What follows belongs to an exercise in optimizing a design on an open flow for small area; a production flow would make more cautious choices. Function was checked by simulation only, so behaviour that the tests miss may differ from the original. No activity file was given, so power comes from the tool's default toggle rates.

==> job 8955 <==
==> flow/design.v (excerpt) <==
module top
(
    input               pclk,
    input               presetn,
    input   [31 : 0]    paddr,
    input   [31 : 0]    pwdata,
    input               psel,
    input               pwrite,
    input               penable,
    output  [31 : 0]    prdata
);
  localparam [31:0] RST1 = 32'h5A5A_5555;
  localparam [31:0] RST2 = 32'h1234_9876;
  localparam [31:0] RST3 = 32'hA5A5_0000;
  localparam [31:0] RST4 = 32'h0000_FFFF;
  reg [3:0]  cntrl;
  reg [31:0] reg1;
  reg [31:0] reg2;
  reg [31:0] reg3;
  reg [31:0] reg4;
  reg [3:0]  wrt;
  reg [2:0]  rsel;
  wire       hit = (paddr[31:5] == 27'd0) && (paddr[1:0] == 2'd0);
  wire [2:0] idx = paddr[4:2];
  wire       wr  = psel && penable && pwrite && hit;
  always @(posedge pclk) begin
    if (!presetn) begin
      cntrl <= 4'h0;
      wrt   <= 4'h0;
    end else if (wr) begin
      case (idx)
        3'd0: cntrl  <= pwdata[3:0];
        3'd1: wrt[0] <= 1'b1;
        3'd2: wrt[1] <= 1'b1;
        3'd3: wrt[2] <= 1'b1;
        3'd4: wrt[3] <= 1'b1;
        default: ;
      endcase
    end
  end
  always @(posedge pclk) if (wr && idx == 3'd1) reg1 <= pwdata;
  always @(posedge pclk) if (wr && idx == 3'd2) reg2 <= pwdata;
  always @(posedge pclk) if (wr && idx == 3'd3) reg3 <= pwdata;
  always @(posedge pclk) if (wr && idx == 3'd4) reg4 <= pwdata;
  always @(posedge pclk) begin
    if (psel && penable) begin
      rsel[2] <= hit && (idx >= 3'd1) && (idx <= 3'd4);
      rsel[1] <= (idx == 3'd3) || (idx == 3'd4);
      rsel[0] <= hit ? ((idx == 3'd0) || (idx == 3'd2) || (idx == 3'd4)) : 1'b0;
    end
  end
  wire       s0 = (rsel == 3'b001);
  wire [3:0] s;
  assign s[0] = (rsel == 3'b100);
  assign s[1] = (rsel == 3'b101);
  assign s[2] = (rsel == 3'b110);
  assign s[3] = (rsel == 3'b111);
  wire [3:0] sv = s & wrt;
  wire [3:0] rv = s & ~wrt;
  wire [31:0] rd = ({32{sv[0]}} & reg1) | ({32{sv[1]}} & reg2)
                 | ({32{sv[2]}} & reg3) | ({32{sv[3]}} & reg4)
                 | ({32{rv[0]}} & RST1) | ({32{rv[1]}} & RST2)
                 | ({32{rv[2]}} & RST3) | ({32{rv[3]}} & RST4)
                 | {28'h0, {4{s0}} & cntrl};
  assign prdata = rd;
endmodule
==> module top, before the edit <==
module top
(
    input               pclk,
    input               presetn,
    input   [31 : 0]    paddr,
    input   [31 : 0]    pwdata,
    input               psel,
    input               pwrite,
    input               penable,
    output  [31 : 0]    prdata
);
  localparam [31:0] RST1 = 32'h5A5A_5555;
  localparam [31:0] RST2 = 32'h1234_9876;
  localparam [31:0] RST3 = 32'hA5A5_0000;
  localparam [31:0] RST4 = 32'h0000_FFFF;
  reg [3:0]  cntrl;
  reg [31:0] reg1;
  reg [31:0] reg2;
  reg [31:0] reg3;
  reg [31:0] reg4;
  reg [3:0]  wrt;
  reg [2:0]  rsel;
  wire       hit = (paddr[31:5] == 27'd0) && (paddr[1:0] == 2'd0);
  wire [2:0] idx = paddr[4:2];
  wire       wr  = psel && penable && pwrite && hit;
  always @(posedge pclk) begin
    if (!presetn) begin
      cntrl <= 4'h0;
      wrt   <= 4'h0;
    end else if (wr) begin
      case (idx)
        3'd0: cntrl  <= pwdata[3:0];
        3'd1: wrt[0] <= 1'b1;
        3'd2: wrt[1] <= 1'b1;
        3'd3: wrt[2] <= 1'b1;
        3'd4: wrt[3] <= 1'b1;
        default: ;
      endcase
    end
  end
  always @(posedge pclk) if (wr && idx == 3'd1) reg1 <= pwdata;
  always @(posedge pclk) if (wr && idx == 3'd2) reg2 <= pwdata;
  always @(posedge pclk) if (wr && idx == 3'd3) reg3 <= pwdata;
  always @(posedge pclk) if (wr && idx == 3'd4) reg4 <= pwdata;
  always @(posedge pclk) begin
    if (psel && penable) begin
      rsel[2] <= hit && (idx >= 3'd1) && (idx <= 3'd4);
      rsel[1] <= (idx == 3'd3) || (idx == 3'd4);
      rsel[0] <= hit ? ((idx == 3'd0) || (idx == 3'd2) || (idx == 3'd4)) : 1'b0;
    end
  end
  wire       s0 = (rsel == 3'b001);
  wire [3:0] s;
  assign s[0] = (rsel == 3'b100);
  assign s[1] = (rsel == 3'b101);
  assign s[2] = (rsel == 3'b110);
  assign s[3] = (rsel == 3'b111);
  wire [3:0] sv = s & wrt;
  wire [3:0] rv = s & ~wrt;
  wire [31:0] rd = ({32{sv[0]}} & reg1) | ({32{sv[1]}} & reg2)
                 | ({32{sv[2]}} & reg3) | ({32{sv[3]}} & reg4)
                 | ({32{rv[0]}} & RST1) | ({32{rv[1]}} & RST2)
                 | ({32{rv[2]}} & RST3) | ({32{rv[3]}} & RST4)
                 | {28'h0, {4{s0}} & cntrl};
  assign prdata = rd;
endmodule
export LEC_CHECK = 0
export ABC_AREA = 1
export CAP_MARGIN = 20
export CORE_MARGIN = 2
export CORE_UTILIZATION = 40
export SLEW_MARGIN = 20
create_clock -name core_clock -period 5.0 [get_ports {pclk}]
standard.sh (not shown) runs the stock make flow with config.mk's settings and CLKGATE_MAP_FILE= SYNTH_SCRIPT=/design/flow/synth_recipe.tcl, a recipe that flattens the netlist after the stock synthesis.
==> flow/flow/run.sh <==
#!/bin/bash
# Standard ORFS layout (standard.sh, with the standard flow's synthesis script), with these changes:
#  - ports are buffered with the smallest buffer, sky130_fd_sc_hd__buf_1;
#  - CTS uses small clock buffers, larger sink clusters and no dummy loads.
# Each tool's output is in orfs/logs; make's output is in standard.log.
set -euo pipefail
here=$(pwd)
rm -rf "$here/scripts_local"
cp -r "$FLOW_HOME/scripts" "$here/scripts_local"
cp "$here/flow/abc_area.script" "$here/scripts_local/abc_area.script"
export SCRIPTS_DIR="$here/scripts_local"
export BUFFER_PORTS_ARGS="-buffer_cell sky130_fd_sc_hd__buf_1"
export CTS_ARGS="-sink_clustering_enable -repair_clock_nets -dont_use_dummy_load -buf_list {sky130_fd_sc_hd__clkbuf_4} -sink_clustering_size 30"
bash standard.sh > standard.log 2>&1
==> flow/flow/abc_area.script <==
&get -n
&st
&syn2
&dch -f
&nf -p -F 10 -A 10 -a -R 1000
&put
topo
dnsize -c
==> job 3774 (differences from job 8955) <==
==> flow/design.v (replaced) <==
module top
(
    input               pclk,
    input               presetn,
    input   [31 : 0]    paddr,
    input   [31 : 0]    pwdata,
    input               psel,
    input               pwrite,
    input               penable,
    output  [31 : 0]    prdata
);
  reg [3:0]  cntrl;
  reg [31:0] reg1;
  reg [31:0] reg2;
  reg [31:0] reg3;
  reg [31:0] reg4;
  reg [2:0]  rsel;
  wire       hit = (paddr[31:5] == 27'd0) && (paddr[1:0] == 2'd0);
  wire [2:0] idx = paddr[4:2];
  always @(posedge pclk) begin
    if (!presetn) begin
      cntrl <= 4'h0;
      reg1  <= 32'h5A5A_5555;
      reg2  <= 32'h1234_9876;
      reg3  <= 32'hA5A5_0000;
      reg4  <= 32'h0000_FFFF;
    end else if (psel && penable && pwrite) begin
      case (paddr)
        'h0  : cntrl <= pwdata[3:0];
        'h4  : reg1  <= pwdata;
        'h8  : reg2  <= pwdata;
        'hc  : reg3  <= pwdata;
        'h10 : reg4  <= pwdata;
      endcase
    end
  end
  always @(posedge pclk) begin
    if (psel && penable) begin
      rsel[2] <= hit && (idx >= 3'd1) && (idx <= 3'd4);
      rsel[1] <= (idx == 3'd3) || (idx == 3'd4);
      rsel[0] <= hit ? ((idx == 3'd0) || (idx == 3'd2) || (idx == 3'd4)) : 1'b0;
    end
  end
  reg [31:0] rd;
  always @(*) begin
    case (rsel)
      3'b100:  rd = reg1;
      3'b101:  rd = reg2;
      3'b110:  rd = reg3;
      3'b111:  rd = reg4;
      3'b001:  rd = {28'h0, cntrl};
      default: rd = 32'h0;
    endcase
  end
  assign prdata = rd;
endmodule
==> flow/run.sh (new file) <==
#!/bin/bash
# synth_recipe.tcl (not shown) runs the flow's synth.tcl, then flattens the netlist and writes it again
# the make line also repeats each setting of config.mk as NAME=value (left out here)
make -C /OpenROAD-flow-scripts/flow DESIGN_CONFIG=/design/flow/config.mk WORK_HOME=/design/flow/orfs CLKGATE_MAP_FILE= SYNTH_SCRIPT=/design/flow/synth_recipe.tcl finish
ABC_AREA = not set   (was 1)
removed: flow/flow/run.sh
removed: flow/flow/abc_area.script
removed: flow/standard.sh
==> qor summary <==
quantity                                                                         job 3774        job 8955
Time the worst path needs with I/O delays and setup                               4.14 ns         3.84 ns
Placeable Area                                                                 15300 um^2      12500 um^2
Final worst slack                                                                0.860 ns         1.16 ns
Detailed Place HPWL                                                               9980 um         6900 um
Met1 usage in global routing                                                        0.249           0.207
Min-Delay Endpoint                                                                reg1[7]        cntrl[1]
Mux share of post-synthesis cell area                                               0.223               0
Maximum fanout count along the critical path                                           20              21
Final sequential cell count                                                           135             139
Worst hold slack                                                                 0.455 ns        0.492 ns
Switching part of the total                                                         0.224           0.208
Result of the run                                                          finished clean  finished clean
Capturing element of the worst setup path                                      prdata[26]       prdata[5]
Switching power summed over all nets                                           0.000579 W      0.000382 W
GPL Wtd Cong                                                                        0.760           0.732
Fillcell total                                                                       1373            1106
First DRT Iteration DRCs                                                              322             277
Portion of the clock cycle consumed by the worst path in the final layout           0.828           0.767
Relative contribution of sequential cells to total power                            0.420           0.692
Die width                                                                          129 um          116 um
Multi-input combinational area share                                                0.417           0.171
Slowest Stage Delay on Critical Path                                              0.95 ns         0.75 ns
Distinct cell type count after synthesis                                               34              23
Finished Core Util                                                                  0.523           0.475
Routed met3 length                                                                 703 um          709 um

-- static timing again, ports no longer ideal --
The flow's constraints put no driver on any port. The routed layouts listed below were extracted and timed again, unchanged, in two steps. Step 1 (the two cells are an assumption about what drives the block):
set clk [get_ports {pclk}]
set_driving_cell -lib_cell sky130_fd_sc_hd__clkbuf_16 $clk
set_driving_cell -lib_cell sky130_fd_sc_hd__buf_2 [delete_from_list [all_inputs] $clk]
Step 2 times the ports against the registers' clock, not the clock port: input delays grow and output delays shrink by t, the midpoint of the rising clock arrivals with the driver on. a / b / c = ideal ports / drivers / drivers and shift; a / b = the first two.
run | t, ns | slack for setup (ns) | worst hold slack (ns) | worst data-port slew with drivers (ns) | pins driven straight from the clock port
job 8955 | 0.532 | 1.164 / 1.135 / 1.666 | 0.492 / 0.492 / 0.492 | 0.06 | 1
job 3774 | 0.459 | 0.860 / 0.818 / 1.277 | 0.455 / 0.455 / 0.455 | 0.06 | 1
After both steps every run listed still meets setup and hold.
